Context: an optimization exercise on an open-source flow, tuned for small area. The choices shown serve that exercise and are no tape-out recipe. Only simulation tests tie the RTL to the original design; equivalence was not proved. The flow treats the clock pin as an ideal source. Dropping or thinning the clock tree relies on that and would not hold on a real chip.

== wip/delta ==
==> flow/design.v <==
module Barrel_Shift_Gen
   (input  wire [2:0] amt,
    input  wire [7:0] num,
    output wire [7:0] shifted
    );
   wire [7:0] s1 = amt[0] ? {num[0],   num[7:1]} : num;
   wire [7:0] s2 = amt[1] ? {s1[1:0],  s1[7:2]}  : s1;
   assign shifted = amt[2] ? {s2[3:0], s2[7:4]}  : s2;
endmodule
module counter
   (input            clk,
    input            reset,
    output reg [1:0] sel
    );
   reg [17:0] lo;
   wire       z  = ~|lo[16:0];
   wire       fb = lo[17] ^ lo[10] ^ z;
   wire       wrap = lo[17] & z;    
   always @(posedge clk, posedge reset)
     if (reset) begin
        lo  <= 18'b0;
        sel <= 2'b0;
     end else begin
        lo     <= {lo[16:0], fb};
        sel[0] <= sel[0] ^ wrap;
        sel[1] <= sel[1] ^ (sel[0] & wrap);
     end
endmodule
module debounce
   (
    input  wire clk, reset,
    input  wire sw,
    output wire db_tick
   );
   reg        L, W;
   reg [13:0] p;
   wire d    = sw ^ L;           
   wire term = &p;
   wire fire = W & d & term;
   always @(posedge clk, posedge reset)
     if (reset) begin
        L <= 1'b0;
        W <= 1'b0;
     end else begin
        L <= L ^ fire;
        W <= d & ~(W & term);
     end
   wire fb = p[0] ^ p[1] ^ p[11] ^ p[13];
   always @(posedge clk)
     p <= W ? {~p[12:0], fb} : 14'b0;
   assign db_tick = fire & ~L;
endmodule
module sseg_driver(
    input [3:0] num,
    output reg [0:6] sseg,
    output dp
    );
    assign dp = 1;
    always@* begin
        case(num)
        0:       sseg = 7'b0000001;
        1:       sseg = 7'b1001111;
        2:       sseg = 7'b0010010;
        3:       sseg = 7'b0000110;
        4:       sseg = 7'b1001100;
        5:       sseg = 7'b0100100;
        6:       sseg = 7'b0000010;
        7:       sseg = 7'b0001111;
        8:       sseg = 7'b0000000;
        9:       sseg = 7'b0001100;
        10:      sseg = 7'b0001000;
        11:      sseg = 7'b1100000;
        12:      sseg = 7'b0110001;
        13:      sseg = 7'b1000010;
        14:      sseg = 7'b0110000;
        default: sseg = 7'b0111000;
        endcase
    end
endmodule
module pass_through
  (input [7:0]      sw,
   input            mclk,
   input            reset,
   input [2:0]      btn,
   output [7:0]     led,
   output [0:6]     seg,
   output           dp,
   output [3:0]     an
   );
   reg  [7:0] shift_reg, result_reg;
   reg        start;
   wire       t0, t1, t2;
   wire [1:0] sel;
   wire [7:0] rotated;
   assign led = shift_reg;
   debounce btn_0_db (.clk(mclk), .reset(reset), .sw(btn[0]), .db_tick(t0));
   debounce btn_1_db (.clk(mclk), .reset(reset), .sw(btn[1]), .db_tick(t1));
   debounce btn_2_db (.clk(mclk), .reset(reset), .sw(btn[2]), .db_tick(t2));
   counter my_timer (.clk(mclk), .reset(reset), .sel(sel));
   wire [2:0] amt = t1 ? (3'd0 - sw[2:0]) : sw[2:0];
   Barrel_Shift_Gen rotator (.amt(amt), .num(result_reg), .shifted(rotated));
   wire none  = ~(t0 | t1 | t2);
   wire load  = t2 & ~t1 & ~t0;
   wire rot   = (t1 ^ t0) & ~t2;
   always @(posedge mclk, posedge reset)
     if (reset) begin
        start      <= 1'b0;
        result_reg <= 8'h00;
        shift_reg  <= 8'h00;
     end else begin
        if (load)
          result_reg <= sw;
        else if (none & start)
          result_reg <= shift_reg;
        if (rot)
          shift_reg <= rotated;
        if (load | rot)
          start <= rot;
     end
   wire [7:0] digits = sel[1] ? result_reg : sw;
   wire [3:0] value  = sel[0] ? digits[7:4] : digits[3:0];
   assign an = ~(4'b0001 << sel);
   sseg_driver my_sseg_conv (.num(value), .sseg(seg), .dp(dp));
endmodule
clock: 10.0 ns
lec_check: 0
cap_margin: 20
core_margin: 2
core_utilization: 70
place_density: 0.8
slew_margin: 20
standard.sh (not shown) runs the stock make flow with config.mk's settings and CLKGATE_MAP_FILE= SYNTH_SCRIPT=/design/flow/synth_recipe.tcl, a recipe that flattens the netlist after the stock synthesis.
==> flow/flow/run.sh <==
#!/bin/bash
# Standard layout with three changes: synthesis maps with an area-oriented
# ABC script (without the half-adder extraction), the port buffers are
# buf_1, and the clock tree is one buffer driving all registers.
set -euo pipefail
W=$(pwd)
export FLOW_ABC_SCRIPT=$W/flow/area.abc
export FLOW_CLKBUF=${FLOW_CLKBUF:-sky130_fd_sc_hd__clkbuf_16}
export FLOW_CLK_K=${FLOW_CLK_K:-3}
bash standard.sh \
  SYNTH_SCRIPT=$W/flow/synth_area.tcl ADDER_MAP_FILE= \
  "BUFFER_PORTS_ARGS=-buffer_cell sky130_fd_sc_hd__buf_1" \
  PRE_CTS_TCL=$W/flow/cts_single.tcl \
  finish > $W/flow.log 2>&1
==> flow/flow/cts_single.tcl <==
rename clock_tree_synthesis orig_clock_tree_synthesis
proc clock_tree_synthesis {args} {
  set db [ord::get_db]
  set block [ord::get_db_block]
  set clk_net [$block findNet mclk]
  set master [$db findMaster $::env(FLOW_CLKBUF)]
  set k $::env(FLOW_CLK_K)
  set sinks {}
  foreach it [$clk_net getITerms] {
    set bb [[$it getInst] getBBox]
    lappend sinks [list $it [expr {([$bb xMin] + [$bb xMax]) / 2.0}] \
                       [expr {([$bb yMin] + [$bb yMax]) / 2.0}]]
  }
  set n [llength $sinks]
  # initial centres: sinks spread along x
  set sorted [lsort -real -index 1 $sinks]
  set cx {}; set cy {}
  for {set j 0} {$j < $k} {incr j} {
    set s [lindex $sorted [expr {int(($j + 0.5) * $n / $k)}]]
    lappend cx [lindex $s 1]; lappend cy [lindex $s 2]
  }
  for {set iter 0} {$iter < 50} {incr iter} {
    set assign {}
    foreach s $sinks {
      set best 0; set bd 1e30
      for {set j 0} {$j < $k} {incr j} {
        set d [expr {abs([lindex $s 1] - [lindex $cx $j]) + abs([lindex $s 2] - [lindex $cy $j])}]
        if {$d < $bd} { set bd $d; set best $j }
      }
      lappend assign $best
    }
    set nx {}; set ny {}
    for {set j 0} {$j < $k} {incr j} {
      set sx 0; set sy 0; set c 0
      foreach s $sinks a $assign {
        if {$a == $j} { set sx [expr {$sx + [lindex $s 1]}]; set sy [expr {$sy + [lindex $s 2]}]; incr c }
      }
      if {$c > 0} { lappend nx [expr {$sx / $c}]; lappend ny [expr {$sy / $c}] } else { lappend nx [lindex $cx $j]; lappend ny [lindex $cy $j] }
    }
    set cx $nx; set cy $ny
  }
  for {set j 0} {$j < $k} {incr j} {
    set inst [odb::dbInst_create $block $master clkbuf_leaf_$j]
    set leaf [odb::dbNet_create $block clknet_leaf_$j]
    $leaf setSigType CLOCK
    set c 0
    foreach s $sinks a $assign {
      if {$a == $j} {
        set it [lindex $s 0]
        $it disconnect
        $it connect $leaf
        incr c
      }
    }
    [$inst findITerm A] connect $clk_net
    [$inst findITerm X] connect $leaf
    $inst setLocation [expr {int([lindex $cx $j])}] [expr {int([lindex $cy $j])}]
    $inst setPlacementStatus PLACED
    puts "cts: clkbuf_leaf_$j ($::env(FLOW_CLKBUF)) drives $c registers"
  }
}
Other scripts of this flow, unchanged in this note and not shown: flow/flow/area.abc, flow/flow/synth_area.tcl
No stage failed in wip/delta, and the final checks on the layout all came back clean.
Input changes introduced in wip/fjord (baseline for comparison: wip/delta):
-- flow/flow/run.sh --
<<< wip/delta, line 8
export FLOW_CLKBUF=${FLOW_CLKBUF:-sky130_fd_sc_hd__clkbuf_16}
export FLOW_CLK_K=${FLOW_CLK_K:-3}
>>> wip/fjord, line 8
export FLOW_CLKBUF=${FLOW_CLKBUF:-sky130_fd_sc_hd__inv_12}
export FLOW_CLK_K=3
export FLOW_CLK_ROOT=sky130_fd_sc_hd__inv_4
-- flow/flow/cts_single.tcl --
<<< wip/delta, line 42
>>> wip/fjord, line 42
  # optional root cell between the clock port and the leaves (the leaves are
  # then inverters when the root is one, so every register still sees mclk's
  # rising edge after an even number of inversions)
  set drv_net $clk_net
  if {[info exists ::env(FLOW_CLK_ROOT)] && $::env(FLOW_CLK_ROOT) ne ""} {
    set rinst [odb::dbInst_create $block [$db findMaster $::env(FLOW_CLK_ROOT)] clkbuf_root]
    set drv_net [odb::dbNet_create $block clknet_root]
    $drv_net setSigType CLOCK
    [$rinst findITerm A] connect $clk_net
    [$rinst findITerm Y] connect $drv_net
    set sx 0; set sy 0
    foreach x $cx y $cy { set sx [expr {$sx + $x}]; set sy [expr {$sy + $y}] }
    $rinst setLocation [expr {int($sx / $k)}] [expr {int($sy / $k)}]
    $rinst setPlacementStatus PLACED
  }
<<< wip/delta, line 55
    [$inst findITerm A] connect $clk_net
    [$inst findITerm X] connect $leaf
>>> wip/fjord, line 70
    [$inst findITerm A] connect $drv_net
    set out [$inst findITerm X]
    if {$out eq "NULL" || $out eq ""} { set out [$inst findITerm Y] }
    $out connect $leaf
-- flow/config.mk --
<<< wip/delta, line 10
export CORE_UTILIZATION = 70
export PLACE_DENSITY = 0.8
>>> wip/fjord, line 10
export CORE_UTILIZATION = 40
Notes after the runs:
Taking wip/delta as the reference, in wip/fjord post-detailed-placement half-perimeter wirelength went down; layout-stage area growth over the synthesis result went up. The final reports for wip/fjord and wip/delta show fraction of the cycle the final worst path needs higher in the former. Summary of wip/fjord over wip/delta: detailed route wirelength on metal3 down 76 um, wire length reported by the detailed router down about 5%. Relative to wip/delta, the final area measured on wip/fjord has increased slightly. For wip/delta, the critical path's slowest cell was sky130_fd_sc_hd__nor2_1, unlike wip/fjord, where it was sky130_fd_sc_hd__buf_1. In the tables for wip/fjord and wip/delta, relative slew slack reads higher with wip/delta. The pre-CTS setup slack of wip/fjord falls short of that of wip/delta by 0.047 ns.
### wip/fjord -> wip/nickel
-- flow/flow/run.sh --
<<< wip/fjord, line 8
export FLOW_CLKBUF=${FLOW_CLKBUF:-sky130_fd_sc_hd__inv_12}
export FLOW_CLK_K=3
export FLOW_CLK_ROOT=sky130_fd_sc_hd__inv_4
>>> wip/nickel, line 8
export FLOW_CLKBUF=${FLOW_CLKBUF:-sky130_fd_sc_hd__clkbuf_16}
export FLOW_CLK_K=${FLOW_CLK_K:-4}
-- flow/flow/cts_single.tcl --
<<< wip/fjord, line 42
  # optional root cell between the clock port and the leaves (the leaves are
  # then inverters when the root is one, so every register still sees mclk's
  # rising edge after an even number of inversions)
  set drv_net $clk_net
  if {[info exists ::env(FLOW_CLK_ROOT)] && $::env(FLOW_CLK_ROOT) ne ""} {
    set rinst [odb::dbInst_create $block [$db findMaster $::env(FLOW_CLK_ROOT)] clkbuf_root]
    set drv_net [odb::dbNet_create $block clknet_root]
    $drv_net setSigType CLOCK
    [$rinst findITerm A] connect $clk_net
    [$rinst findITerm Y] connect $drv_net
    set sx 0; set sy 0
    foreach x $cx y $cy { set sx [expr {$sx + $x}]; set sy [expr {$sy + $y}] }
    $rinst setLocation [expr {int($sx / $k)}] [expr {int($sy / $k)}]
    $rinst setPlacementStatus PLACED
  }
>>> wip/nickel, line 42
<<< wip/fjord, line 70
    [$inst findITerm A] connect $drv_net
    set out [$inst findITerm X]
    if {$out eq "NULL" || $out eq ""} { set out [$inst findITerm Y] }
    $out connect $leaf
>>> wip/nickel, line 55
    [$inst findITerm A] connect $clk_net
    [$inst findITerm X] connect $leaf
The worst setup slack was comparable across wip/fjord and wip/nickel.
wip/nickel ended up with a lower sequential share of layout area than wip/fjord did.
Delta (wip/nickel minus wip/fjord): post-route minimum period neither gained nor lost much; antenna violation net count after detailed routing neither gained nor lost much.
No run of this note takes its clock network from TritonCTS; it comes from the design's own scripts or RTL.

[re-timing with driven ports]
No port has a modelled driver above. Below, the same layouts with a new extraction and two added sets of constraints. Step 1: set_driving_cell puts a clkbuf_16 on mclk and a buf_2 on each other input, an assumption about the parent block. Step 2 also shifts input and output timing later by t, the mid clock arrival at the registers, as if the neighbouring blocks saw the same clock. a / b / c = ideal ports / drivers / drivers and shift; a / b = the first two.
run | shift t [ns] | slack for setup (ns) | hold WS [ns] | worst setup path at the end | latest minus earliest clock arrival (ns)
wip/delta | 0.218 | 4.343 / 4.311 / 4.311 | 0.391 / 0.391 / 0.391 | input to output | 0.030 / 0.030
wip/fjord | 0.244 | 4.316 / 4.293 / 4.293 | 0.379 / 0.379 / 0.379 | input to output | 0.010 / 0.009
wip/nickel | 0.215 | 4.314 / 4.291 / 4.291 | 0.380 / 0.380 / 0.380 | input to output | 0.025 / 0.024
After both steps every run listed still meets setup and hold. The setup slack of wip/delta, which loses most, moves by -0.032 ns with the drivers and by -0.032 ns with both steps.
